Context: an optimization exercise on an open-source flow, tuned for small area, a short achievable clock period and few clock cycles. The choices shown serve that exercise and are no tape-out recipe.
No functional check of the RTL was part of any run shown here.
Power figures rest on the tool's default switching activity, not on a simulated workload.

$ cat flow/run.sh
#!/bin/bash
# The standard layout (the standard.sh, unchanged synthesis script and
# settings from config.mk), except that Yosys does not extract full-adder
# cells: with ADDER_MAP_FILE empty, ORFS's synth.tcl skips extract_fa, so ABC
# maps the adder trees from plain gates (faster than sky130 fa_1 cells).
# Registers are unaffected.
set -euo pipefail
export ADDER_MAP_FILE=
bash standard.sh > standard.log 2>&1
$ cat standard.sh
#!/bin/bash
# synth_recipe.tcl (not shown) runs the flow's synth.tcl, then flattens the netlist and writes it again
# the make line also repeats each setting of config.mk as NAME=value (left out here)
make -C /OpenROAD-flow-scripts/flow DESIGN_CONFIG=/design/flow/config.mk WORK_HOME=/design/flow/orfs CLKGATE_MAP_FILE= SYNTH_SCRIPT=/design/flow/synth_recipe.tcl "${@:-finish}"
$ cat config.mk
export PLATFORM = sky130hd
export DESIGN_NAME = LMFE
export DESIGN_NICKNAME = LMFE
export VERILOG_FILES = /design/flow/design.v
export SDC_FILE = /design/flow/constraint.sdc
export NUM_CORES = 4
export LEC_CHECK = 0
export CAP_MARGIN = 20
export CORE_MARGIN = 2
export CORE_UTILIZATION = 40
export CTS_BUF_LIST = sky130_fd_sc_hd__clkbuf_16
export CTS_CLUSTER_DIAMETER = 60
export CTS_CLUSTER_SIZE = 30
export SETUP_SLACK_MARGIN = 3.1
export SLEW_MARGIN = 20
$ cat constraint.sdc
create_clock -name core_clock -period 6.0 [get_ports {clk}]
set_input_delay 1.2000 -clock core_clock [delete_from_list [all_inputs] [get_ports {clk}]]
set_output_delay 1.2000 -clock core_clock [all_outputs]
set_load 0.01 [all_outputs]
$ cat design.v
module LMFE ( clk, reset, Din, in_en, busy, out_valid, Dout, mem_cen, mem_wen, mem_addr, mem_d, mem_q);
input   clk;
input   reset;
input   in_en;
output  busy;
output  out_valid;
input   [7:0]  Din;
output  [7:0]  Dout;
output  mem_cen;
output  mem_wen;
output  [9:0]  mem_addr;
output  [7:0]  mem_d;
input   [7:0]  mem_q;
localparam S_PRE = 2'd0, S_RUN = 2'd1, S_FIN = 2'd2;
reg  [1:0]  state;
reg  [14:0] ldpos;       
reg  [2:0]  k;           
reg         busy_r, outv_r, cen_r, wen_r, seldin_r, accf;
reg  [9:0]  addr_r;
reg  [7:0]  din_r, dout_r;
assign busy      = busy_r;
assign out_valid = outv_r;
assign Dout      = dout_r;
assign mem_cen   = cen_r;
assign mem_wen   = wen_r;
assign mem_addr  = addr_r;
assign mem_d     = din_r;
wire [7:0] row6  = ldpos[14:7];
wire [6:0] ldcol = ldpos[6:0];
wire run = (state == S_RUN);
wire pre = (state == S_PRE);
wire [8:0] rr = {1'b0, row6} + {6'b0, k} - 9'd6;
wire rr_ok = ~rr[8] & ~rr[7];
  reg [7:0] P0;
  reg [7:0] P1;
  reg [7:0] P2;
  reg [7:0] P3;
  reg [7:0] P4;
  reg [7:0] P5;
  reg [7:0] P6;
  reg [7:0] P7;
  reg [7:0] P8;
  reg [7:0] P9;
  reg [7:0] P10;
  reg [7:0] P11;
  reg [7:0] P12;
  reg [7:0] P13;
  reg [7:0] P14;
  reg [7:0] P15;
  reg [7:0] P16;
  reg [7:0] P17;
  reg [7:0] P18;
  reg [7:0] P19;
  reg [7:0] P20;
  reg [7:0] P21;
  reg [7:0] P22;
  reg [7:0] P23;
  reg [7:0] P24;
  reg [7:0] P25;
  reg [7:0] P26;
  reg [7:0] P27;
  reg [7:0] P28;
  reg [7:0] P29;
  reg [7:0] P30;
  reg [7:0] P31;
  reg [7:0] P32;
  reg [7:0] P33;
  reg [7:0] P34;
  reg [7:0] P35;
  reg [7:0] P36;
  reg [7:0] P37;
  reg [7:0] P38;
  reg [7:0] P39;
  reg [7:0] P40;
  reg [7:0] P41;
  reg [7:0] P42;
  reg [7:0] P43;
  reg [7:0] P44;
  reg [7:0] P45;
  reg [7:0] P46;
  reg [7:0] P47;
  reg [7:0] P48;
  reg [7:0] P49;
  reg [7:0] P50;
  reg [7:0] P51;
  reg [7:0] P52;
  reg [7:0] P53;
  reg [7:0] P54;
  reg [7:0] P55;
  reg [7:0] P56;
  reg [7:0] P57;
  reg [7:0] P58;
  reg [7:0] P59;
  reg [7:0] P60;
  reg [7:0] P61;
  reg [7:0] P62;
wire [7:0] bus = seldin_r ? (in_en ? Din : 8'd0) : (cen_r ? 8'd0 : mem_q);
reg  [7:0] bus_rot;
always @(*) begin
  case (k)
      3'd0: bus_rot = {bus[7], bus[5], bus[4], bus[3], bus[2], bus[1], bus[0], bus[6]};
      3'd1: bus_rot = {bus[7], bus[1], bus[0], bus[6], bus[5], bus[4], bus[3], bus[2]};
      3'd2: bus_rot = {bus[7], bus[4], bus[3], bus[2], bus[1], bus[0], bus[6], bus[5]};
      3'd3: bus_rot = {bus[7], bus[0], bus[6], bus[5], bus[4], bus[3], bus[2], bus[1]};
      3'd4: bus_rot = {bus[7], bus[3], bus[2], bus[1], bus[0], bus[6], bus[5], bus[4]};
      3'd5: bus_rot = {bus[7], bus[6], bus[5], bus[4], bus[3], bus[2], bus[1], bus[0]};
      3'd6: bus_rot = {bus[7], bus[2], bus[1], bus[0], bus[6], bus[5], bus[4], bus[3]};
    default: bus_rot = bus;
  endcase
end
always @(posedge clk) begin
    P0 <= bus_rot;
    P1 <= P0;
    P2 <= P1;
    P3 <= P2;
    P4 <= P3;
    P5 <= P4;
    P6 <= P5;
    P7 <= P6;
    P8 <= P7;
    P9 <= P8;
    P10 <= P9;
    P11 <= P10;
    P12 <= P11;
    P13 <= P12;
    P14 <= P13;
    P15 <= P14;
    P16 <= P15;
    P17 <= P16;
    P18 <= P17;
    P19 <= P18;
    P20 <= P19;
    P21 <= P20;
    P22 <= P21;
    P23 <= P22;
    P24 <= P23;
    P25 <= P24;
    P26 <= P25;
    P27 <= P26;
    P28 <= P27;
    P29 <= P28;
    P30 <= P29;
    P31 <= P30;
    P32 <= P31;
    P33 <= P32;
    P34 <= P33;
    P35 <= P34;
    P36 <= P35;
    P37 <= P36;
    P38 <= P37;
    P39 <= P38;
    P40 <= P39;
    P41 <= P40;
    P42 <= P41;
    P43 <= P42;
    P44 <= P43;
    P45 <= P44;
    P46 <= P45;
    P47 <= P46;
    P48 <= P47;
    P49 <= P48;
    P50 <= P49;
    P51 <= P50;
    P52 <= P51;
    P53 <= P52;
    P54 <= P53;
    P55 <= P54;
    P56 <= P55;
    P57 <= P56;
    P58 <= P57;
    P59 <= P58;
    P60 <= P59;
    P61 <= P60;
    P62 <= P61;
end
wire [6:0] fcn = ldcol - 7'd3;      
reg  [6:0] colact;                  
reg  [4:0] k0;                      
always @(*) begin
  case (fcn)
    7'd0:   begin colact = 7'b0001111; k0 = 5'd4;  end
    7'd1:   begin colact = 7'b0011111; k0 = 5'd11; end
    7'd2:   begin colact = 7'b0111111; k0 = 5'd18; end
    7'd125: begin colact = 7'b1111110; k0 = 5'd18; end
    7'd126: begin colact = 7'b1111100; k0 = 5'd11; end
    7'd127: begin colact = 7'b1111000; k0 = 5'd4;  end
    default: begin colact = 7'b1111111; k0 = 5'd25; end
  endcase
end
wire [48:0] msb;
  assign msb[0] = P0[7];
  assign msb[1] = P1[7];
  assign msb[2] = P2[7];
  assign msb[3] = P3[7];
  assign msb[4] = P4[7];
  assign msb[5] = P5[7];
  assign msb[6] = P6[7];
  assign msb[7] = P7[7];
  assign msb[8] = P8[7];
  assign msb[9] = P9[7];
  assign msb[10] = P10[7];
  assign msb[11] = P11[7];
  assign msb[12] = P12[7];
  assign msb[13] = P13[7];
  assign msb[14] = P14[7];
  assign msb[15] = P15[7];
  assign msb[16] = P16[7];
  assign msb[17] = P17[7];
  assign msb[18] = P18[7];
  assign msb[19] = P19[7];
  assign msb[20] = P20[7];
  assign msb[21] = P21[7];
  assign msb[22] = P22[7];
  assign msb[23] = P23[7];
  assign msb[24] = P24[7];
  assign msb[25] = P25[7];
  assign msb[26] = P26[7];
  assign msb[27] = P27[7];
  assign msb[28] = P28[7];
  assign msb[29] = P29[7];
  assign msb[30] = P30[7];
  assign msb[31] = P31[7];
  assign msb[32] = P32[7];
  assign msb[33] = P33[7];
  assign msb[34] = P34[7];
  assign msb[35] = P35[7];
  assign msb[36] = P36[7];
  assign msb[37] = P37[7];
  assign msb[38] = P38[7];
  assign msb[39] = P39[7];
  assign msb[40] = P40[7];
  assign msb[41] = P41[7];
  assign msb[42] = P42[7];
  assign msb[43] = P43[7];
  assign msb[44] = P44[7];
  assign msb[45] = P45[7];
  assign msb[46] = P46[7];
  assign msb[47] = P47[7];
  assign msb[48] = P48[7];
reg  [2:0] ccr;                            
reg  [5:0] sreg;                           
reg  [6:0] colact_n;                      
reg  [4:0] k0_n;
reg  [6:0] cmsb;
integer ci;
always @(*) begin
  for (ci = 0; ci < 7; ci = ci + 1) begin
    case (k)
      3'd0:    cmsb[ci] = msb[ci];
      3'd1:    cmsb[ci] = msb[8 + ci];
      3'd2:    cmsb[ci] = msb[16 + ci];
      3'd3:    cmsb[ci] = msb[24 + ci];
      3'd4:    cmsb[ci] = msb[32 + ci];
      default: cmsb[ci] = msb[40 + ci];
    endcase
  end
end
wire [2:0] ccol = {2'b0, ~cmsb[0]} + {2'b0, ~cmsb[1]} + {2'b0, ~cmsb[2]} + {2'b0, ~cmsb[3]} +
                  {2'b0, ~cmsb[4]} + {2'b0, ~cmsb[5]} + {2'b0, ~cmsb[6]};
reg        cact;
always @(*) begin
  case (k)
    3'd0:    cact = colact[1];
    3'd1:    cact = colact_n[2];
    3'd2:    cact = colact_n[3];
    3'd3:    cact = colact_n[4];
    3'd4:    cact = colact_n[5];
    default: cact = colact_n[6];
  endcase
end
reg  [2:0] ccreg;
always @(posedge clk) ccreg <= cact ? ccol : 3'd0;
wire [5:0] sbase = (k == 3'd1) ? 6'd0 : sreg;
wire [5:0] snext = sbase + {3'b0, ccreg};
wire [5:0] sfin  = snext + {3'b0, colact_n[0] ? ccr : 3'd0};    
always @(posedge clk) begin
  ccr <= ((k == 3'd0) ? 3'd0 : ccr) + {2'b0, ~bus[7]};
  sreg <= (k == 3'd6) ? sfin : snext;
  if (k == 3'd0) begin
    colact_n <= colact;
    k0_n     <= k0;
  end
end
wire e7 = colact_n[0] & ~msb[0];               
wire [5:0] z7 = sreg + {5'b0, e7};
reg lt0, lt1;
always @(posedge clk) begin
  lt0 <= (sfin < {1'b0, k0_n});
  lt1 <= (sfin < {1'b0, k0_n} - 6'd1);
end
wire d7 = e7 ? lt1 : lt0;                       
wire [5:0] minit = d7 ? (z7 - {1'b0, k0_n}) : (6'd0 - {1'b0, k0_n});
wire [48:0] act;
  assign act[0] = colact_n[0];
  assign act[1] = colact_n[0];
  assign act[2] = colact_n[0];
  assign act[3] = colact_n[0];
  assign act[4] = colact_n[0];
  assign act[5] = colact_n[0];
  assign act[6] = colact_n[0];
  assign act[7] = colact_n[1];
  assign act[8] = colact_n[1];
  assign act[9] = colact_n[1];
  assign act[10] = colact_n[1];
  assign act[11] = colact_n[1];
  assign act[12] = colact_n[1];
  assign act[13] = colact_n[1];
  assign act[14] = colact_n[2];
  assign act[15] = colact_n[2];
  assign act[16] = colact_n[2];
  assign act[17] = colact_n[2];
  assign act[18] = colact_n[2];
  assign act[19] = colact_n[2];
  assign act[20] = colact_n[2];
  assign act[21] = colact_n[3];
  assign act[22] = colact_n[3];
  assign act[23] = colact_n[3];
  assign act[24] = colact_n[3];
  assign act[25] = colact_n[3];
  assign act[26] = colact_n[3];
  assign act[27] = colact_n[3];
  assign act[28] = colact_n[4];
  assign act[29] = colact_n[4];
  assign act[30] = colact_n[4];
  assign act[31] = colact_n[4];
  assign act[32] = colact_n[4];
  assign act[33] = colact_n[4];
  assign act[34] = colact_n[4];
  assign act[35] = colact_n[5];
  assign act[36] = colact_n[5];
  assign act[37] = colact_n[5];
  assign act[38] = colact_n[5];
  assign act[39] = colact_n[5];
  assign act[40] = colact_n[5];
  assign act[41] = colact_n[5];
  assign act[42] = colact_n[6];
  assign act[43] = colact_n[6];
  assign act[44] = colact_n[6];
  assign act[45] = colact_n[6];
  assign act[46] = colact_n[6];
  assign act[47] = colact_n[6];
  assign act[48] = colact_n[6];
wire [48:0] finit = act & ~(msb ^ {49{d7}});
wire init = run & (k == 3'd0);
wire [61:0] tap;
  assign tap[0] = P0[0];
  assign tap[1] = P1[3];
  assign tap[2] = P2[6];
  assign tap[3] = P3[2];
  assign tap[4] = P4[5];
  assign tap[5] = P5[1];
  assign tap[6] = P6[4];
  assign tap[7] = P7[0];
  assign tap[8] = P8[3];
  assign tap[9] = P9[6];
  assign tap[10] = P10[2];
  assign tap[11] = P11[5];
  assign tap[12] = P12[1];
  assign tap[13] = P13[4];
  assign tap[14] = P14[0];
  assign tap[15] = P15[3];
  assign tap[16] = P16[6];
  assign tap[17] = P17[2];
  assign tap[18] = P18[5];
  assign tap[19] = P19[1];
  assign tap[20] = P20[4];
  assign tap[21] = P21[0];
  assign tap[22] = P22[3];
  assign tap[23] = P23[6];
  assign tap[24] = P24[2];
  assign tap[25] = P25[5];
  assign tap[26] = P26[1];
  assign tap[27] = P27[4];
  assign tap[28] = P28[0];
  assign tap[29] = P29[3];
  assign tap[30] = P30[6];
  assign tap[31] = P31[2];
  assign tap[32] = P32[5];
  assign tap[33] = P33[1];
  assign tap[34] = P34[4];
  assign tap[35] = P35[0];
  assign tap[36] = P36[3];
  assign tap[37] = P37[6];
  assign tap[38] = P38[2];
  assign tap[39] = P39[5];
  assign tap[40] = P40[1];
  assign tap[41] = P41[4];
  assign tap[42] = P42[0];
  assign tap[43] = P43[3];
  assign tap[44] = P44[6];
  assign tap[45] = P45[2];
  assign tap[46] = P46[5];
  assign tap[47] = P47[1];
  assign tap[48] = P48[4];
  assign tap[49] = P49[0];
  assign tap[50] = P50[3];
  assign tap[51] = P51[6];
  assign tap[52] = P52[2];
  assign tap[53] = P53[5];
  assign tap[54] = P54[1];
  assign tap[55] = P55[4];
  assign tap[56] = P56[0];
  assign tap[57] = P57[3];
  assign tap[58] = P58[6];
  assign tap[59] = P59[2];
  assign tap[60] = P60[5];
  assign tap[61] = P61[1];
wire [62:0] tapl;
  assign tapl[0] = 1'b0;
  assign tapl[1] = P1[0];
  assign tapl[2] = P2[3];
  assign tapl[3] = P3[6];
  assign tapl[4] = P4[2];
  assign tapl[5] = P5[5];
  assign tapl[6] = P6[1];
  assign tapl[7] = P7[4];
  assign tapl[8] = P8[0];
  assign tapl[9] = P9[3];
  assign tapl[10] = P10[6];
  assign tapl[11] = P11[2];
  assign tapl[12] = P12[5];
  assign tapl[13] = P13[1];
  assign tapl[14] = P14[4];
  assign tapl[15] = P15[0];
  assign tapl[16] = P16[3];
  assign tapl[17] = P17[6];
  assign tapl[18] = P18[2];
  assign tapl[19] = P19[5];
  assign tapl[20] = P20[1];
  assign tapl[21] = P21[4];
  assign tapl[22] = P22[0];
  assign tapl[23] = P23[3];
  assign tapl[24] = P24[6];
  assign tapl[25] = P25[2];
  assign tapl[26] = P26[5];
  assign tapl[27] = P27[1];
  assign tapl[28] = P28[4];
  assign tapl[29] = P29[0];
  assign tapl[30] = P30[3];
  assign tapl[31] = P31[6];
  assign tapl[32] = P32[2];
  assign tapl[33] = P33[5];
  assign tapl[34] = P34[1];
  assign tapl[35] = P35[4];
  assign tapl[36] = P36[0];
  assign tapl[37] = P37[3];
  assign tapl[38] = P38[6];
  assign tapl[39] = P39[2];
  assign tapl[40] = P40[5];
  assign tapl[41] = P41[1];
  assign tapl[42] = P42[4];
  assign tapl[43] = P43[0];
  assign tapl[44] = P44[3];
  assign tapl[45] = P45[6];
  assign tapl[46] = P46[2];
  assign tapl[47] = P47[5];
  assign tapl[48] = P48[1];
  assign tapl[49] = P49[4];
  assign tapl[50] = P50[0];
  assign tapl[51] = P51[3];
  assign tapl[52] = P52[6];
  assign tapl[53] = P53[2];
  assign tapl[54] = P54[5];
  assign tapl[55] = P55[1];
  assign tapl[56] = P56[4];
  assign tapl[57] = P57[0];
  assign tapl[58] = P58[3];
  assign tapl[59] = P59[6];
  assign tapl[60] = P60[2];
  assign tapl[61] = P61[5];
  assign tapl[62] = P62[1];
reg  [62:0] F0;
reg  [5:0] M0;
reg  [6:0] R0;
reg  [62:0] F1;
reg  [5:0] M1;
reg  [6:0] R1;
wire [62:0] Flast = F1;
wire [5:0] mlast = M1;
wire [6:0] Rlast = R1;
wire [61:0] xc = F0[61:0] & ~tap;
wire [6:0] y;
wire [5:0] mfirst = M0;
  wire c0_1;
  wire c0_2;
  assign c0_1 = xc[0] ^ xc[1] ^ xc[2];
  assign c0_2 = (xc[0] & xc[1]) | (xc[0] & xc[2]) | (xc[1] & xc[2]);
  wire c0_3;
  wire c0_4;
  assign c0_3 = xc[3] ^ xc[4] ^ xc[5];
  assign c0_4 = (xc[3] & xc[4]) | (xc[3] & xc[5]) | (xc[4] & xc[5]);
  wire c0_5;
  wire c0_6;
  assign c0_5 = xc[6] ^ xc[7] ^ xc[8];
  assign c0_6 = (xc[6] & xc[7]) | (xc[6] & xc[8]) | (xc[7] & xc[8]);
  wire c0_7;
  wire c0_8;
  assign c0_7 = xc[9] ^ xc[10] ^ xc[11];
  assign c0_8 = (xc[9] & xc[10]) | (xc[9] & xc[11]) | (xc[10] & xc[11]);
  wire c0_9;
  wire c0_10;
  assign c0_9 = xc[12] ^ xc[13] ^ xc[14];
  assign c0_10 = (xc[12] & xc[13]) | (xc[12] & xc[14]) | (xc[13] & xc[14]);
  wire c0_11;
  wire c0_12;
  assign c0_11 = xc[15] ^ xc[16] ^ xc[17];
  assign c0_12 = (xc[15] & xc[16]) | (xc[15] & xc[17]) | (xc[16] & xc[17]);
  wire c0_13;
  wire c0_14;
  assign c0_13 = xc[18] ^ xc[19] ^ xc[20];
  assign c0_14 = (xc[18] & xc[19]) | (xc[18] & xc[20]) | (xc[19] & xc[20]);
  wire c0_15;
  wire c0_16;
  assign c0_15 = xc[21] ^ xc[22] ^ xc[23];
  assign c0_16 = (xc[21] & xc[22]) | (xc[21] & xc[23]) | (xc[22] & xc[23]);
  wire c0_17;
  wire c0_18;
  assign c0_17 = xc[24] ^ xc[25] ^ xc[26];
  assign c0_18 = (xc[24] & xc[25]) | (xc[24] & xc[26]) | (xc[25] & xc[26]);
  wire c0_19;
  wire c0_20;
  assign c0_19 = xc[27] ^ xc[28] ^ xc[29];
  assign c0_20 = (xc[27] & xc[28]) | (xc[27] & xc[29]) | (xc[28] & xc[29]);
  wire c0_21;
  wire c0_22;
  assign c0_21 = xc[30] ^ xc[31] ^ xc[32];
  assign c0_22 = (xc[30] & xc[31]) | (xc[30] & xc[32]) | (xc[31] & xc[32]);
  wire c0_23;
  wire c0_24;
  assign c0_23 = xc[33] ^ xc[34] ^ xc[35];
  assign c0_24 = (xc[33] & xc[34]) | (xc[33] & xc[35]) | (xc[34] & xc[35]);
  wire c0_25;
  wire c0_26;
  assign c0_25 = xc[36] ^ xc[37] ^ xc[38];
  assign c0_26 = (xc[36] & xc[37]) | (xc[36] & xc[38]) | (xc[37] & xc[38]);
  wire c0_27;
  wire c0_28;
  assign c0_27 = xc[39] ^ xc[40] ^ xc[41];
  assign c0_28 = (xc[39] & xc[40]) | (xc[39] & xc[41]) | (xc[40] & xc[41]);
  wire c0_29;
  wire c0_30;
  assign c0_29 = xc[42] ^ xc[43] ^ xc[44];
  assign c0_30 = (xc[42] & xc[43]) | (xc[42] & xc[44]) | (xc[43] & xc[44]);
  wire c0_31;
  wire c0_32;
  assign c0_31 = xc[45] ^ xc[46] ^ xc[47];
  assign c0_32 = (xc[45] & xc[46]) | (xc[45] & xc[47]) | (xc[46] & xc[47]);
  wire c0_33;
  wire c0_34;
  assign c0_33 = xc[48] ^ xc[49] ^ xc[50];
  assign c0_34 = (xc[48] & xc[49]) | (xc[48] & xc[50]) | (xc[49] & xc[50]);
  wire c0_35;
  wire c0_36;
  assign c0_35 = xc[51] ^ xc[52] ^ xc[53];
  assign c0_36 = (xc[51] & xc[52]) | (xc[51] & xc[53]) | (xc[52] & xc[53]);
  wire c0_37;
  wire c0_38;
  assign c0_37 = xc[54] ^ xc[55] ^ xc[56];
  assign c0_38 = (xc[54] & xc[55]) | (xc[54] & xc[56]) | (xc[55] & xc[56]);
  wire c0_39;
  wire c0_40;
  assign c0_39 = xc[57] ^ xc[58] ^ xc[59];
  assign c0_40 = (xc[57] & xc[58]) | (xc[57] & xc[59]) | (xc[58] & xc[59]);
  wire c0_41;
  wire c0_42;
  assign c0_41 = xc[60] ^ xc[61] ^ mfirst[0];
  assign c0_42 = (xc[60] & xc[61]) | (xc[60] & mfirst[0]) | (xc[61] & mfirst[0]);
  wire c0_43;
  wire c0_44;
  assign c0_43 = c0_1 ^ c0_3 ^ c0_5;
  assign c0_44 = (c0_1 & c0_3) | (c0_1 & c0_5) | (c0_3 & c0_5);
  wire c0_45;
  wire c0_46;
  assign c0_45 = c0_7 ^ c0_9 ^ c0_11;
  assign c0_46 = (c0_7 & c0_9) | (c0_7 & c0_11) | (c0_9 & c0_11);
  wire c0_47;
  wire c0_48;
  assign c0_47 = c0_13 ^ c0_15 ^ c0_17;
  assign c0_48 = (c0_13 & c0_15) | (c0_13 & c0_17) | (c0_15 & c0_17);
  wire c0_49;
  wire c0_50;
  assign c0_49 = c0_19 ^ c0_21 ^ c0_23;
  assign c0_50 = (c0_19 & c0_21) | (c0_19 & c0_23) | (c0_21 & c0_23);
  wire c0_51;
  wire c0_52;
  assign c0_51 = c0_25 ^ c0_27 ^ c0_29;
  assign c0_52 = (c0_25 & c0_27) | (c0_25 & c0_29) | (c0_27 & c0_29);
  wire c0_53;
  wire c0_54;
  assign c0_53 = c0_31 ^ c0_33 ^ c0_35;
  assign c0_54 = (c0_31 & c0_33) | (c0_31 & c0_35) | (c0_33 & c0_35);
  wire c0_55;
  wire c0_56;
  assign c0_55 = c0_37 ^ c0_39 ^ c0_41;
  assign c0_56 = (c0_37 & c0_39) | (c0_37 & c0_41) | (c0_39 & c0_41);
  wire c0_57;
  wire c0_58;
  assign c0_57 = c0_2 ^ c0_4 ^ c0_6;
  assign c0_58 = (c0_2 & c0_4) | (c0_2 & c0_6) | (c0_4 & c0_6);
  wire c0_59;
  wire c0_60;
  assign c0_59 = c0_8 ^ c0_10 ^ c0_12;
  assign c0_60 = (c0_8 & c0_10) | (c0_8 & c0_12) | (c0_10 & c0_12);
  wire c0_61;
  wire c0_62;
  assign c0_61 = c0_14 ^ c0_16 ^ c0_18;
  assign c0_62 = (c0_14 & c0_16) | (c0_14 & c0_18) | (c0_16 & c0_18);
  wire c0_63;
  wire c0_64;
  assign c0_63 = c0_20 ^ c0_22 ^ c0_24;
  assign c0_64 = (c0_20 & c0_22) | (c0_20 & c0_24) | (c0_22 & c0_24);
  wire c0_65;
  wire c0_66;
  assign c0_65 = c0_26 ^ c0_28 ^ c0_30;
  assign c0_66 = (c0_26 & c0_28) | (c0_26 & c0_30) | (c0_28 & c0_30);
  wire c0_67;
  wire c0_68;
  assign c0_67 = c0_32 ^ c0_34 ^ c0_36;
  assign c0_68 = (c0_32 & c0_34) | (c0_32 & c0_36) | (c0_34 & c0_36);
  wire c0_69;
  wire c0_70;
  assign c0_69 = c0_38 ^ c0_40 ^ c0_42;
  assign c0_70 = (c0_38 & c0_40) | (c0_38 & c0_42) | (c0_40 & c0_42);
  wire c0_71;
  wire c0_72;
  assign c0_71 = c0_43 ^ c0_45 ^ c0_47;
  assign c0_72 = (c0_43 & c0_45) | (c0_43 & c0_47) | (c0_45 & c0_47);
  wire c0_73;
  wire c0_74;
  assign c0_73 = c0_49 ^ c0_51 ^ c0_53;
  assign c0_74 = (c0_49 & c0_51) | (c0_49 & c0_53) | (c0_51 & c0_53);
  wire c0_75;
  wire c0_76;
  assign c0_75 = c0_44 ^ c0_46 ^ c0_48;
  assign c0_76 = (c0_44 & c0_46) | (c0_44 & c0_48) | (c0_46 & c0_48);
  wire c0_77;
  wire c0_78;
  assign c0_77 = c0_50 ^ c0_52 ^ c0_54;
  assign c0_78 = (c0_50 & c0_52) | (c0_50 & c0_54) | (c0_52 & c0_54);
  wire c0_79;
  wire c0_80;
  assign c0_79 = c0_56 ^ c0_57 ^ c0_59;
  assign c0_80 = (c0_56 & c0_57) | (c0_56 & c0_59) | (c0_57 & c0_59);
  wire c0_81;
  wire c0_82;
  assign c0_81 = c0_61 ^ c0_63 ^ c0_65;
  assign c0_82 = (c0_61 & c0_63) | (c0_61 & c0_65) | (c0_63 & c0_65);
  wire c0_83;
  wire c0_84;
  assign c0_83 = c0_67 ^ c0_69 ^ mfirst[1];
  assign c0_84 = (c0_67 & c0_69) | (c0_67 & mfirst[1]) | (c0_69 & mfirst[1]);
  wire c0_85;
  wire c0_86;
  assign c0_85 = c0_58 ^ c0_60 ^ c0_62;
  assign c0_86 = (c0_58 & c0_60) | (c0_58 & c0_62) | (c0_60 & c0_62);
  wire c0_87;
  wire c0_88;
  assign c0_87 = c0_64 ^ c0_66 ^ c0_68;
  assign c0_88 = (c0_64 & c0_66) | (c0_64 & c0_68) | (c0_66 & c0_68);
  wire c0_89;
  wire c0_90;
  assign c0_89 = c0_70 ^ mfirst[2];
  assign c0_90 = c0_70 & mfirst[2];
  wire c0_91;
  wire c0_92;
  assign c0_91 = c0_71 ^ c0_73 ^ c0_55;
  assign c0_92 = (c0_71 & c0_73) | (c0_71 & c0_55) | (c0_73 & c0_55);
  wire c0_93;
  wire c0_94;
  assign c0_93 = c0_72 ^ c0_74 ^ c0_75;
  assign c0_94 = (c0_72 & c0_74) | (c0_72 & c0_75) | (c0_74 & c0_75);
  wire c0_95;
  wire c0_96;
  assign c0_95 = c0_77 ^ c0_79 ^ c0_81;
  assign c0_96 = (c0_77 & c0_79) | (c0_77 & c0_81) | (c0_79 & c0_81);
  wire c0_97;
  wire c0_98;
  assign c0_97 = c0_76 ^ c0_78 ^ c0_80;
  assign c0_98 = (c0_76 & c0_78) | (c0_76 & c0_80) | (c0_78 & c0_80);
  wire c0_99;
  wire c0_100;
  assign c0_99 = c0_82 ^ c0_84 ^ c0_85;
  assign c0_100 = (c0_82 & c0_84) | (c0_82 & c0_85) | (c0_84 & c0_85);
  wire c0_101;
  wire c0_102;
  assign c0_101 = c0_87 ^ c0_89;
  assign c0_102 = c0_87 & c0_89;
  wire c0_103;
  wire c0_104;
  assign c0_103 = c0_86 ^ c0_88 ^ c0_90;
  assign c0_104 = (c0_86 & c0_88) | (c0_86 & c0_90) | (c0_88 & c0_90);
  wire c0_105;
  wire c0_106;
  assign c0_105 = c0_92 ^ c0_93 ^ c0_95;
  assign c0_106 = (c0_92 & c0_93) | (c0_92 & c0_95) | (c0_93 & c0_95);
  wire c0_107;
  wire c0_108;
  assign c0_107 = c0_94 ^ c0_96 ^ c0_97;
  assign c0_108 = (c0_94 & c0_96) | (c0_94 & c0_97) | (c0_96 & c0_97);
  wire c0_109;
  wire c0_110;
  assign c0_109 = c0_99 ^ c0_101;
  assign c0_110 = c0_99 & c0_101;
  wire c0_111;
  wire c0_112;
  assign c0_111 = c0_98 ^ c0_100 ^ c0_102;
  assign c0_112 = (c0_98 & c0_100) | (c0_98 & c0_102) | (c0_100 & c0_102);
  wire c0_113;
  wire c0_114;
  assign c0_113 = c0_103 ^ mfirst[3];
  assign c0_114 = c0_103 & mfirst[3];
  reg [14:0] pr0;
  always @(posedge clk) pr0 <= {mfirst[5], mfirst[4], c0_104, c0_114, c0_112, c0_113, c0_111, c0_110, c0_108, c0_109, c0_107, c0_106, c0_83, c0_105, c0_91};
  wire cz_1;
  wire cz_2;
  assign cz_1 = pr0[3] ^ pr0[4] ^ pr0[5];
  assign cz_2 = (pr0[3] & pr0[4]) | (pr0[3] & pr0[5]) | (pr0[4] & pr0[5]);
  wire cz_3;
  wire cz_4;
  assign cz_3 = pr0[6] ^ pr0[7] ^ pr0[8];
  assign cz_4 = (pr0[6] & pr0[7]) | (pr0[6] & pr0[8]) | (pr0[7] & pr0[8]);
  wire cz_5;
  wire cz_6;
  assign cz_5 = pr0[10] ^ pr0[11] ^ pr0[12];
  assign cz_6 = (pr0[10] & pr0[11]) | (pr0[10] & pr0[12]) | (pr0[11] & pr0[12]);
  wire cz_7;
  wire cz_8;
  assign cz_7 = cz_2 ^ cz_3 ^ pr0[9];
  assign cz_8 = (cz_2 & cz_3) | (cz_2 & pr0[9]) | (cz_3 & pr0[9]);
  wire cz_9;
  wire cz_10;
  assign cz_9 = cz_4 ^ cz_5 ^ pr0[13];
  assign cz_10 = (cz_4 & cz_5) | (cz_4 & pr0[13]) | (cz_5 & pr0[13]);
  wire cz_11;
  wire cz_12;
  assign cz_11 = cz_10 ^ cz_6 ^ pr0[14];
  assign cz_12 = (cz_10 & cz_6) | (cz_10 & pr0[14]) | (cz_6 & pr0[14]);
  wire [6:0] ya = {cz_12, cz_11, cz_8, cz_7, cz_1, pr0[1], pr0[0]};
  wire [6:0] yb = {1'b0, 1'b0, cz_9, 1'b0, 1'b0, pr0[2], 1'b0};
  assign y = ya + yb;
wire d = ~y[6];
wire [62:0] Fu1 = Flast & tapl;
wire [62:0] Fu0 = Flast & ~tapl;
wire [62:0] Fi  = {{(63-50){1'b0}}, finit, 1'b0};
always @(posedge clk) begin
  F1 <= {F0[61:0], 1'b0};
  M1 <= M0;
  R1 <= R0;
  F0 <= d ? (init ? Fi : {Fu1[61:0], 1'b0}) : (init ? Fi : {Fu0[61:0], 1'b0});
  if (init) begin
    M0 <= minit;
    R0 <= {6'b0, d7};
  end else begin
    M0 <= d ? y[5:0] : mlast;
    R0 <= {Rlast[5:0], d};
  end
  dout_r <= {Rlast, d};    
end
always @(posedge clk or posedge reset) begin
  if (reset) begin
    state    <= S_PRE;
    ldpos    <= 15'd0;
    k        <= 3'd0;
    busy_r   <= 1'b0;
    outv_r   <= 1'b0;
    cen_r    <= 1'b1;
    wen_r    <= 1'b1;
    seldin_r <= 1'b0;
  end else begin
    outv_r   <= 1'b0;
    seldin_r <= 1'b0;
    case (state)
      S_PRE: begin
        busy_r <= 1'b0;
        cen_r  <= ~in_en;
        wen_r  <= 1'b0;
        if (in_en) begin
          ldpos <= ldpos + 15'd1;
          if (ldpos == 15'd383) begin
            state    <= S_RUN;
            k        <= 3'd0;
            seldin_r <= 1'b1;
          end
        end
      end
      S_RUN: begin
        k        <= (k == 3'd6) ? 3'd0 : k + 3'd1;
        busy_r   <= ~((k == 3'd6) && (ldpos < 15'd16383));
        seldin_r <= (k == 3'd6);
        if (k == 3'd6) begin
          cen_r <= ~accf;
          wen_r <= 1'b0;
          ldpos <= ldpos + 15'd1;
        end else begin
          cen_r <= ~rr_ok;
          wen_r <= 1'b1;
        end
        if (k == 3'd0) begin
          outv_r <= (ldpos >= 15'd390);
          if (ldpos == 15'd16773) state <= S_FIN;
        end
      end
      default: begin
        busy_r <= 1'b1;
        cen_r  <= 1'b1;
        wen_r  <= 1'b1;
      end
    endcase
  end
end
always @(posedge clk) begin
  if ((pre || (run && k == 3'd0)) && in_en) din_r <= Din;
  if (run && k == 3'd0) accf <= in_en;
  if (pre || (run && k == 3'd6)) addr_r <= ldpos[9:0];
  else addr_r <= {rr[2:0], ldcol};
end
endmodule
==> results of run 1 <==
## cell usage after synthesis (8+ instances only)
cell | count | area, um2
dfxtp_1 | 658 | 13200
xnor2_1 | 224 | 1960
nand2_1 | 87 | 327
nor2_1 | 86 | 323
o21ai_0 | 69 | 345
nor2b_1 | 65 | 407
nand3_1 | 58 | 290
a21oi_1 | 51 | 255
maj3_1 | 48 | 480
xor2_1 | 44 | 385
clkbuf_1 | 34 | 128
inv_1 | 27 | 101
dfrtp_1 | 23 | 576
o21ai_1 | 20 | 100
edfxtp_1 | 19 | 571
and3_1 | 17 | 106
and2_1 | 16 | 100
a22o_1 | 9 | 78.8
a31oi_1 | 9 | 56.3
nor3_1 | 9 | 45.0
mux2i_1 | 8 | 80.1
## per-layer routing
metal	up-vias	wire length, um	GRT usage, %
met4	0	902	4.46
met5	-	0	0
met2	200	18300	23.1
li1	5932	-	-
met3	62	1630	2.61
met1	5683	18800	18.6
## worst max-delay path by stage
stage	from	to	slack, ns	depth (start not counted)
finish	k[0]$_DFFE_PP0P_	ccreg[2]$_SDFF_PN0_	3.12	11
detailed placement	k[0]$_DFFE_PP0P_	ccreg[2]$_SDFF_PN0_	2.43	11
CTS	k[0]$_DFFE_PP0P_	ccreg[2]$_SDFF_PN0_	2.96	11
global placement	k[0]$_DFFE_PP0P_	ccreg[2]$_SDFF_PN0_	2.54	11
global route	k[0]$_DFFE_PP0P_	lt1$_DFF_P_	3.03	11
floorplan	k[1]$_DFFE_PP0P_	lt1$_DFF_P_	3.36	12
## area by class of cell
cell class / instances / area [um2]
Sequential cell: 702 / 14400
Inverter: 27 / 105
Multi-Input combinational cell: 953 / 6860
Clock buffer: 42 / 1050
Antenna cell: 1 / 2.50
Clock inverter: 32 / 443
Timing Repair Buffer: 97 / 1020
Tap cell: 688 / 861
Fill cell: 4749 / 28000
## cells by family (layout without fill, tap and decap cells)
group           after synthesis  after routing  share of synthesized area [%]
compound gates              229            229                           6.76
simple gates                379            379                           8.96
xor+xnor                    279            279                           12.0
mux                          13             13                          0.743
buf+inv                      84            198                           1.80
fa+ha+maj                    53             53                           2.51
other cells                   0              1                              0
flops                       702            702                           67.2
## sequential cells by signal (all words and copies together) (netlist names), 10 cells and up
signal and flops:
F1 59, F0 61, ldpos 15, pr0 14
addr_r 10
## worst register-to-register path, stage by stage (launching register included)
cell     delay (ns)
dfrtp_4        0.52
buf_2          0.17
buf_4          0.15
nand3_1        0.08
o21ai_0        0.09
o41a_1         0.47
xor2_2         0.21
xnor2_2        0.16
xor2_1         0.17
maj3_2         0.33
maj3_1         0.36
nor2_1         0.10
## power by group through the flow
| stage | Clock [mW] | Combinational (mW) | Sequential, mW |
|---|---|---|---|
| 5_1_grt | 3.46 | 0.644 | 5.09 |
| 3_5_place_dp | 0 | 0.534 | 5.16 |
| 6_report | 3.19 | 0.590 | 5.06 |
| 4_1_cts | 3.29 | 0.550 | 5.06 |
| 3_3_place_gp | 0 | 0.526 | 5.15 |
| 2_1_floorplan | 0 | 0.402 | 5.09 |
## through the flow
stage               hold WS [ns]  std cells
global route               0.308       2541
floorplan                  0.310       1739
detailed placement         0.312       2426
finish                     0.318       2542
CTS                        0.304       2505
global placement           0.310       2426
## placed cells by master (no fill, tap or decap), types with 8 or more instances in the layout
master	n
dfxtp_1	654
nor2b_1	64
clkdlybuf4s50_1	47
and3_1	17
and2_1	15
o21ai_0	66
clkbuf_16	47
nor2_1	85
a22o_1	9
nand2_1	83
o21ai_1	21
a31oi_1	9
nand3_1	58
edfxtp_1	19
xnor2_2	8
buf_4	35
maj3_1	48
inv_1	26
dfrtp_1	20
a21oi_1	48
xor2_1	41
xnor2_1	217
## what timing repair did
| item | CTS | global route |
|---|---|---|
| endpoints found under the setup margin | 102 | 81 |
| endpoints found under the hold margin | 0 | 0 |
| pin swaps | 1 | 20 |
| hold buffers | 0 | 0 |
| cloned | 1 | 5 |
| gates resized for setup | 23 | 47 |
| buffers inserted | 4 | 31 |
==> impl_results.md, run 1 <==
- Initial DRC Count: 567
- Root Buffer: clkbuf_16
- Drt first pass iters: 5
- Critical Path Slowest Stage Cell: dfrtp_4
- Cell count after synthesis: 1739
- EDFF count, synth: 19
- Worst R2R Path Depth: 11
- Pin count of the biggest net entering global routing: 82
- Avg Inst Size Synth: 12.3 um2
- Comb power frac: 6.7%
- Final WL: 39600 um
- Fin util: 46.9%
- Hold worst-path end: P42[2]$_DFF_P_
- Setup violators final: 0
- Reg power frac: 57.3%
- RSZ-0062 raised after global routing: yes
- Die width: 235 um
- Post-layout min period: 2.88 ns
- Cell area after layout: 0.0247 mm2
- Slew HR: 34.9%
- Max VDD drop: 0.000209 V
- Core area: 0.0528 mm2
- DIE AREA: 0.0553 mm2
- Clk sinks: 702
- Max-cap violations: 0
- Total negative slack: 0 ns
- Fmax: 0.347 GHz
- Io pins: 49
- Period utilization: 48.0%
- Switch share: 25.1%
- Setup slack after layout: 3.12 ns
- CP required: 6.53 ns
- Deepest clock path buffer count: 3
- CP Launch Type: flip-flop
- Total gr overflow: 0
- Ys Warns: 1
- CP endpoint kind: flip-flop
- Netlist Area Pre-Place: 0.0214 mm2
- Worst-margin pin slew: 0.976 ns
- Pwr Total: 8.83 mW
- Clock share of power: 36.1%
- CP Class: flip-flop to flip-flop
- Asr flop ratio synth: 3.56%
- RR Endpoint: ccreg[2]$_SDFF_PN0_
- Clock slew at reported path FFs: 0.09 ns
- First-pass GRT wire length: 62000 um
- Via count: 11877
- CTS Buf Count: 41
- Worst path cell trace: buf_2 -> buf_4 -> nand3_1 -> o21ai_0 -> o41a_1 -> xor2_2 -> xnor2_2 -> xor2_1 -> maj3_2 -> maj3_1 -> nor2_1
- Die H: 235 um
- Main synth FF type: dfxtp_1
- RD Place Congestion: 0.825
- Crit-path max FO: 6
- Post-synth net total: 1758
- PortBufs: 48
- Routed len/inst: 15.6 um
- WHS Path Cells: 0
- Run status: no timing/DRC/antenna violations
- Layout area overhead: 15.6%
- Flops & latches, synth: 702
- Fraction of layout cells with a size suffix above 1: 10.7%
- Initial antenna violation count: 1
- CTS tree: yes
- Switch Pwr: 2.22 mW
- Pwr dens: 357 mW/mm2
- Clock Latency Late Sink: 0.60 ns
- Worst path bufs/invs: 2
- P_leak: 9.56 nW
- Reg2Reg Setup Slack: 3.12 ns
- Synth cell types: 86
- Pint: 6.62 mW
- Via-to-Cell Ratio: 4.67
- R2r startpoint: k[0]$_DFFE_PP0P_
- Clock skew: 0.0259 ns
- Slew Limit Fails: 0
- Vias in the first global route: 11680
- Endpoints failing hold: 0
- Row cnt: 84
- Seq/Total Area, Yosys: 67.2%
- HPWL Detailed: 26700 um
- CP delay by family, top: adder cells
- WP data arrival: 3.41 ns
- All-layer global routing usage: 14.0%
- H-tree levels: 2
- Crit-path max cell delay: 0.52 ns
- Post-route DRC violation count: 0
- Worst hold path class: flip-flop to flip-flop
- Pre-CTS setup slack: 2.43 ns
- DP Area: 0.0225 mm2
- Starting Density: 40.5%
- Routed Antenna Nets: 0
- NumNets Final: 1841
- HP Start: P41[2]$_DFF_P_
==> run 2, diff against run 1 <==
--- a/design.v
+++ b/design.v
@@ -239,42 +239,27 @@
   assign msb[48] = P48[7];
 reg  [2:0] ccr;                            
+reg  [2:0] CC0, CC1, CC2, CC3, CC4, CC5;    
 reg  [5:0] sreg;                           
 reg  [6:0] colact_n;                      
 reg  [4:0] k0_n;
-reg  [6:0] cmsb;
-integer ci;
-always @(*) begin
-  for (ci = 0; ci < 7; ci = ci + 1) begin
-    case (k)
-      3'd0:    cmsb[ci] = msb[ci];
-      3'd1:    cmsb[ci] = msb[8 + ci];
-      3'd2:    cmsb[ci] = msb[16 + ci];
-      3'd3:    cmsb[ci] = msb[24 + ci];
-      3'd4:    cmsb[ci] = msb[32 + ci];
-      default: cmsb[ci] = msb[40 + ci];
-    endcase
-  end
-end
-wire [2:0] ccol = {2'b0, ~cmsb[0]} + {2'b0, ~cmsb[1]} + {2'b0, ~cmsb[2]} + {2'b0, ~cmsb[3]} +
-                  {2'b0, ~cmsb[4]} + {2'b0, ~cmsb[5]} + {2'b0, ~cmsb[6]};
-reg        cact;
+reg  [2:0] ccsel;
 always @(*) begin
   case (k)
-    3'd0:    cact = colact[1];
-    3'd1:    cact = colact_n[2];
-    3'd2:    cact = colact_n[3];
-    3'd3:    cact = colact_n[4];
-    3'd4:    cact = colact_n[5];
-    default: cact = colact_n[6];
+    3'd1:    ccsel = colact_n[2] ? CC1 : 3'd0;
+    3'd2:    ccsel = colact_n[3] ? CC2 : 3'd0;
+    3'd3:    ccsel = colact_n[4] ? CC3 : 3'd0;
+    3'd4:    ccsel = colact_n[5] ? CC4 : 3'd0;
+    3'd5:    ccsel = colact_n[6] ? CC5 : 3'd0;
+    3'd6:    ccsel = colact_n[0] ? ccr : 3'd0;
+    default: ccsel = 3'd0;
   endcase
 end
-reg  [2:0] ccreg;
-always @(posedge clk) ccreg <= cact ? ccol : 3'd0;
-wire [5:0] sbase = (k == 3'd1) ? 6'd0 : sreg;
-wire [5:0] snext = sbase + {3'b0, ccreg};
-wire [5:0] sfin  = snext + {3'b0, colact_n[0] ? ccr : 3'd0};    
+wire [5:0] sbase = (k == 3'd1) ? (colact_n[1] ? {3'b0, CC0} : 6'd0) : sreg;
 always @(posedge clk) begin
   ccr <= ((k == 3'd0) ? 3'd0 : ccr) + {2'b0, ~bus[7]};
-  sreg <= (k == 3'd6) ? sfin : snext;
+  if (k == 3'd0) begin
+    CC0 <= ccr; CC1 <= CC0; CC2 <= CC1; CC3 <= CC2; CC4 <= CC3; CC5 <= CC4;
+  end
+  sreg <= sbase + {3'b0, ccsel};
   if (k == 3'd0) begin
     colact_n <= colact;
@@ -284,9 +269,6 @@
 wire e7 = colact_n[0] & ~msb[0];               
 wire [5:0] z7 = sreg + {5'b0, e7};
-reg lt0, lt1;
-always @(posedge clk) begin
-  lt0 <= (sfin < {1'b0, k0_n});
-  lt1 <= (sfin < {1'b0, k0_n} - 6'd1);
-end
+wire lt0 = (sreg < {1'b0, k0_n});
+wire lt1 = (sreg < {1'b0, k0_n} - 6'd1);
 wire d7 = e7 ? lt1 : lt0;                       
 wire [5:0] minit = d7 ? (z7 - {1'b0, k0_n}) : (6'd0 - {1'b0, k0_n});
@@ -710,50 +692,49 @@
   assign c0_113 = c0_103 ^ mfirst[3];
   assign c0_114 = c0_103 & mfirst[3];
-  reg [14:0] pr0;
-  always @(posedge clk) pr0 <= {mfirst[5], mfirst[4], c0_104, c0_114, c0_112, c0_113, c0_111, c0_110, c0_108, c0_109, c0_107, c0_106, c0_83, c0_105, c0_91};
+  wire c0_115;
+  wire c0_116;
+  assign c0_115 = c0_106 ^ c0_107 ^ c0_109;
+  assign c0_116 = (c0_106 & c0_107) | (c0_106 & c0_109) | (c0_107 & c0_109);
+  wire c0_117;
+  wire c0_118;
+  assign c0_117 = c0_108 ^ c0_110 ^ c0_111;
+  assign c0_118 = (c0_108 & c0_110) | (c0_108 & c0_111) | (c0_110 & c0_111);
+  wire c0_119;
+  wire c0_120;
+  assign c0_119 = c0_112 ^ c0_114 ^ c0_104;
+  assign c0_120 = (c0_112 & c0_114) | (c0_112 & c0_104) | (c0_114 & c0_104);
+  reg [11:0] pr0;
+  always @(posedge clk) pr0 <= {mfirst[5], c0_120, mfirst[4], c0_119, c0_118, c0_113, c0_117, c0_116, c0_115, c0_83, c0_105, c0_91};
   wire cz_1;
   wire cz_2;
-  assign cz_1 = pr0[3] ^ pr0[4] ^ pr0[5];
-  assign cz_2 = (pr0[3] & pr0[4]) | (pr0[3] & pr0[5]) | (pr0[4] & pr0[5]);
+  assign cz_1 = pr0[4] ^ pr0[5] ^ pr0[6];
+  assign cz_2 = (pr0[4] & pr0[5]) | (pr0[4] & pr0[6]) | (pr0[5] & pr0[6]);
   wire cz_3;
   wire cz_4;
-  assign cz_3 = pr0[6] ^ pr0[7] ^ pr0[8];
-  assign cz_4 = (pr0[6] & pr0[7]) | (pr0[6] & pr0[8]) | (pr0[7] & pr0[8]);
+  assign cz_3 = pr0[7] ^ pr0[8] ^ pr0[9];
+  assign cz_4 = (pr0[7] & pr0[8]) | (pr0[7] & pr0[9]) | (pr0[8] & pr0[9]);
   wire cz_5;
   wire cz_6;
-  assign cz_5 = pr0[10] ^ pr0[11] ^ pr0[12];
-  assign cz_6 = (pr0[10] & pr0[11]) | (pr0[10] & pr0[12]) | (pr0[11] & pr0[12]);
-  wire cz_7;
-  wire cz_8;
-  assign cz_7 = cz_2 ^ cz_3 ^ pr0[9];
-  assign cz_8 = (cz_2 & cz_3) | (cz_2 & pr0[9]) | (cz_3 & pr0[9]);
-  wire cz_9;
-  wire cz_10;
-  assign cz_9 = cz_4 ^ cz_5 ^ pr0[13];
-  assign cz_10 = (cz_4 & cz_5) | (cz_4 & pr0[13]) | (cz_5 & pr0[13]);
-  wire cz_11;
-  wire cz_12;
-  assign cz_11 = cz_10 ^ cz_6 ^ pr0[14];
-  assign cz_12 = (cz_10 & cz_6) | (cz_10 & pr0[14]) | (cz_6 & pr0[14]);
-  wire [6:0] ya = {cz_12, cz_11, cz_8, cz_7, cz_1, pr0[1], pr0[0]};
-  wire [6:0] yb = {1'b0, 1'b0, cz_9, 1'b0, 1'b0, pr0[2], 1'b0};
+  assign cz_5 = cz_4 ^ pr0[10] ^ pr0[11];
+  assign cz_6 = (cz_4 & pr0[10]) | (cz_4 & pr0[11]) | (pr0[10] & pr0[11]);
+  wire [6:0] ya = {cz_6, cz_5, cz_2, cz_1, pr0[3], pr0[1], pr0[0]};
+  wire [6:0] yb = {1'b0, 1'b0, cz_3, 1'b0, 1'b0, pr0[2], 1'b0};
   assign y = ya + yb;
 wire d = ~y[6];
-wire [62:0] Fu1 = Flast & tapl;
-wire [62:0] Fu0 = Flast & ~tapl;
-wire [62:0] Fi  = {{(63-50){1'b0}}, finit, 1'b0};
+wire [62:0] Fu = Flast & ~(tapl ^ {63{d}});
 always @(posedge clk) begin
   F1 <= {F0[61:0], 1'b0};
   M1 <= M0;
   R1 <= R0;
-  F0 <= d ? (init ? Fi : {Fu1[61:0], 1'b0}) : (init ? Fi : {Fu0[61:0], 1'b0});
   if (init) begin
+    F0 <= {{(63-50){1'b0}}, finit, 1'b0};
     M0 <= minit;
     R0 <= {6'b0, d7};
+    dout_r <= {Rlast, d};
   end else begin
+    F0 <= {Fu[61:0], 1'b0};
     M0 <= d ? y[5:0] : mlast;
     R0 <= {Rlast[5:0], d};
   end
-  dout_r <= {Rlast, d};    
 end
 always @(posedge clk or posedge reset) begin
@@ -813,5 +794,5 @@
   if (run && k == 3'd0) accf <= in_en;
   if (pre || (run && k == 3'd6)) addr_r <= ldpos[9:0];
-  else addr_r <= {rr[2:0], ldcol};
+  else if (run) addr_r <= {rr[2:0], ldcol};
 end
 endmodule
==> run.sh (new file) <==
#!/bin/bash
# synth_recipe.tcl (not shown) runs the flow's synth.tcl, then flattens the netlist and writes it again
# the make line also repeats each setting of config.mk as NAME=value (left out here)
make -C /OpenROAD-flow-scripts/flow DESIGN_CONFIG=/design/flow/config.mk WORK_HOME=/design/flow/orfs CLKGATE_MAP_FILE= SYNTH_SCRIPT=/design/flow/synth_recipe.tcl finish
--- a/config.mk
+++ b/config.mk
@@ -12,4 +12,4 @@
 export CTS_CLUSTER_DIAMETER = 60
 export CTS_CLUSTER_SIZE = 30
-export SETUP_SLACK_MARGIN = 3.1
+export SETUP_SLACK_MARGIN = 2.7
 export SLEW_MARGIN = 20
removed: flow/run.sh
removed: standard.sh
==> impl_results.md, run 2 <==
- GR Util met1: 19.9% (+1.3 points)
- Fmax: 0.282 GHz (-19%)
- R2r startpoint: F0[22]$_DFF_P_
- CTS tree: yes
- Cell count after synthesis: 1787 (+2.8%)
- Switch Pwr: 2.89 mW (+30%)
- Switch share: 28.0% (+2.9 points)
- Synth area leaders: dfxtp_1, edfxtp_1, fa_1, ha_1, dfrtp_1
- Final WL: 41800 um (+5.6%)
- Crit-path max FO: 2 (-4)
- Routed Antenna Nets: 0 (unchanged)
- Mux contribution to synthesized area: 0.368% (-0.37 points)
- CP Launch Type: flip-flop
- Seq/Total Area, Yosys: 66.6% (-0.59 points)
- Clock skew: 0.0280 ns (+0.00212 ns)
- CP required: 6.47 ns (-0.06 ns)
- Asr flop ratio synth: 3.51% (-0.050 points)
- WHS Path Cells: 0 (unchanged)
- Row cnt: 86 (+2.4%)
- Worst R2R Path Depth: 9 (-2)
- Root Buffer: clkbuf_16
- Starting Density: 40.6% (+0.076 points)
- Flops & latches, synth: 712 (+1.4%)
- Top-area cell type share of the netlist area: 56.4% (-5.2 points)
- Post-synth net total: 1924 (+9.4%)
- RSZ-0062 raised after global routing: yes
- Reg power frac: 52.7% (-4.6 points)
- Hold worst-path end: P48[6]$_DFF_P_
- Commonest non-fill, non-tap cells in the layout: dfxtp_1, inv_1, nor2_1
- Setup violators final: 0 (unchanged)
- Avg Inst Size Synth: 12.5 um2 (+2.0%)
- Endpoints failing hold: 0 (unchanged)
- Fraction of layout cells with a size suffix above 1: 11.2% (+0.56 points)
- Vias in the first global route: 12861 (+10%)
- Pre-CTS setup slack: 2.33 ns (-0.0949 ns)
- Ys Warns: 1 (unchanged)
- P_leak: 10.1 nW (+5.6%)
- Most common cell in the netlist: dfxtp_1
- Synth Area in Simple Gates: 10.6% (+1.6 points)
- Most common cell after layout, fill and taps aside: dfxtp_1
- HPWL Detailed: 27400 um (+2.4%)
- Period utilization: 59.1% (+11 points)
- Max reg flops: 61 (unchanged)
- Compound-Gate Fraction of Synth Area: 8.61% (+1.9 points)
- Via-to-Cell Ratio: 4.88 (+4.5%)
- Setup slack after layout: 2.45 ns (-0.668 ns)
- RD Place Congestion: 0.869 (+5.4%)
- Run status: no timing/DRC/antenna violations
- All-layer global routing usage: 14.8% (+0.83 points)
- Worst hold path class: flip-flop to flip-flop
- Initial DRC Count: 785 (+38%)
- Netlist Area Pre-Place: 0.0224 mm2 (+4.8%)
- Most flops, register: F0
- Clock Latency Late Sink: 0.59 ns (about the same)
- PortBufs: 48 (unchanged)
- Max-cap violations: 0 (unchanged)
- NumNets Final: 1951 (+6.0%)
- Pin count of the biggest net entering global routing: 78 (-4.9%)
- EDFF count, synth: 55 (+36)
- Clk sinks: 712 (+1.4%)
- Die width: 241 um (+2.3%)
- Pwr dens: 409 mW/mm2 (+14%)
- First-pass GRT wire length: 68100 um (+9.8%)
- Worst-margin pin slew: 0.804 ns (-0.171 ns)
- Max VDD drop: 0.000355 V (+70%)
- Adder-cell share of the synthesized area: 8.66% (+6.2 points)
- Main synth FF type: dfxtp_1
- CP endpoint kind: flip-flop
- Die H: 241 um (+2.3%)
- Routed len/inst: 16.1 um (+3.6%)
- Via count: 12641 (+6.4%)
- CTS Buf Count: 39 (-4.9%)
- H-tree levels: 2 (unchanged)
- WP data arrival: 4.02 ns (+0.61 ns)
- Total negative slack: 0 ns (unchanged)
- DIE AREA: 0.0580 mm2 (+4.7%)
- Filler cells: 4888 (+2.9%)
- Post-route DRC violation count: 0 (unchanged)
- RR Endpoint: pr0[3]$_DFF_P_
- Synth top cells by count: dfxtp_1, inv_1, nor2_1, nand3_1, o21ai_0
- Comb power frac: 17.6% (+11 points)
- Slew HR: 46.4% (+11 points)
- Io pins: 49 (unchanged)
- Dominant cell type by area after synthesis: dfxtp_1
- Clock slew at reported path FFs: 0.11 ns (+0.02 ns)
- HP Start: P47[6]$_DFF_P_
- Core area: 0.0552 mm2 (+4.6%)
- Deepest clock path buffer count: 3 (unchanged)
- Total gr overflow: 0 (unchanged)
- Reg2Reg Setup Slack: 2.45 ns (-0.67 ns)
- Pint: 7.44 mW (+12%)
- Met3 Resource Use GR: 2.61% (-0.0071 points)
- Post-layout min period: 3.55 ns (+0.668 ns)
- CP Class: flip-flop to flip-flop
- Regs by FF count: F0 x61, F1 x59, ldpos x15
- Layout area overhead: 12.8%
- Synth cell types: 72 (-16%)
- Largest family of logic cells by synthesized area: simple AND/OR/NAND/NOR gates
- Slew Limit Fails: 0 (unchanged)
- GR peak layer: met2
- Cts hold-fix bufs: 0 (unchanged)
- XOR/XNOR Fraction of Synth Area: 1.56% (-10 points)
- Initial antenna violation count: 0 (-1)
- Met2 Use GR: 24.2% (+1.1 points)
- Clock share of power: 29.6% (-6.5 points)
- Drt first pass iters: 6 (+1)
-- run 2: changes by cell type in the layout (fill, tap and decap cells not counted), sizes merged, moves of 33 or more --
cell / change
nor3: +60
a21boi: +53
nand4: +42
nand2: -53
fa: +62
o211ai: +47
ha: +56
inv: +87
edfxtp: +36
xor2: -40
a21oi: -33
maj3: -53
xnor2: -192
-- run 2: power groups by stage --
stage                     clock (mW)  sequential (mW)  combinational [mW]
final                           3.06             5.45                1.82
after global routing            3.33             5.50                2.13
after CTS                       3.16             5.45                1.81
after detailed placement           0             5.54                1.74
after global placement             0             5.53                1.71
after floorplan                    0             5.46                1.26
-- run 2: worst max-delay path by stage --
stage,from,end
4_1_cts,F0[23]$_DFF_P_,pr0[3]$_DFF_P_
6_report,F0[22]$_DFF_P_,pr0[3]$_DFF_P_
3_5_place_dp,k0_n[3]$_DFFE_PP_,F0[25]$_DFF_P_
5_1_grt,F0[22]$_DFF_P_,pr0[3]$_DFF_P_
2_1_floorplan,P44[6]$_DFF_P_,pr0[3]$_DFF_P_
3_3_place_gp,F0[45]$_DFF_P_,pr0[3]$_DFF_P_
-- run 2: layout make-up --
type	instances	area (um2)	area share, %
multi-input cells	885	6990	27.6
diodes	1	2.50	0.00990
clock inverters	29	394	1.56
inverters	115	444	1.76
repair buffers	61	589	2.33
well taps	748	936	3.70
flip-flops and latches	712	15000	59.2
clock buffers	39	976	3.86
-- run 2: worst max-delay path, stage by stage, from the launching register on --
cell and delay [ns]:
dfxtp_2 0.34, nor2b_2 0.16, fa_2 0.41, fa_2 0.52, fa_1 0.57, inv_2 0.04, fa_2 0.38, fa_2 0.53
inv_1 0.05, fa_1 0.43
-- run 2: routing by layer --
layer	vias up	part of all wire, %	routed length, um
met5	-	0	0
met3	76	4.1	1700
met1	6113	47	19600
met2	291	46	19400
li1	6161	-	-
met4	0	2.7	1110
-- run 2: logic make-up (layout without fill, tap and decap cells) --
family                     count (synthesis)  after routing
muxes                                      8              8
xor gates and xnor gates                  40             40
and+or+nand+nor                          438            438
adders and majority gates                118            118
other                                      0              1
buffers and inverters                    191            244
DFF                                      712            712
AOI/OAI and AO/OA                        280            281
-- run 2: repair_timing --
action | 4_1_cts | 5_1_grt
gates resized for setup | 45 | 56
pin swaps | 20 | 21
gates cloned | 0 | 1
endpoints found under the setup margin | 34 | 46
buffers inserted | 0 | 0
-- run 2: per-stage QoR --
| stage | hold slack, ns | area [um2] | power (mW) | instances | utilization (%) |
|---|---|---|---|---|---|
| global route | 0.325 | 25300 | 11.0 | 2589 | 45.8 |
| CTS | 0.317 | 25100 | 10.4 | 2588 | 45.5 |
| global placement | 0.310 | 23600 | 7.24 | 2519 | 42.8 |
| detailed placement | 0.312 | 23700 | 7.27 | 2520 | 42.9 |
| finish | 0.315 | 25300 | 10.3 | 2590 | 45.8 |
| floorplan | 0.310 | 22500 | 6.72 | 1787 | - |

[re-timing with driven ports]
The results above use ideal ports. As a check the final layouts listed here were re-extracted and re-timed, cells and wires unchanged.
Step 1 assumes that a clkbuf_16 drives the clock port and a buf_2 every other input.
Step 2, shift: input delay + t, output delay - t, t = (earliest + latest rising clock arrival at the registers) / 2. This alone moves slack from input paths to output paths.
Slacks: ideal ports / drivers / drivers and shift; pairs: ideal ports / drivers.
run | t, ns | slack for setup (ns) | worst hold slack (ns) | worst register clock-pin slew, ns | worst data-port slew with drivers (ns)
run 1 | 0.642 | 3.121 / 3.100 / 2.672 | 0.318 / 0.318 / 0.318 | 0.11 / 0.11 | 0.04
run 2 | 0.640 | 2.452 / 2.452 / 2.452 | 0.315 / 0.315 / 0.315 | 0.11 / 0.11 | 0.03
After both steps setup and hold are still met in every run listed. The setup slack of run 1, which loses most, moves by -0.021 ns with the drivers and by -0.449 ns with both steps.
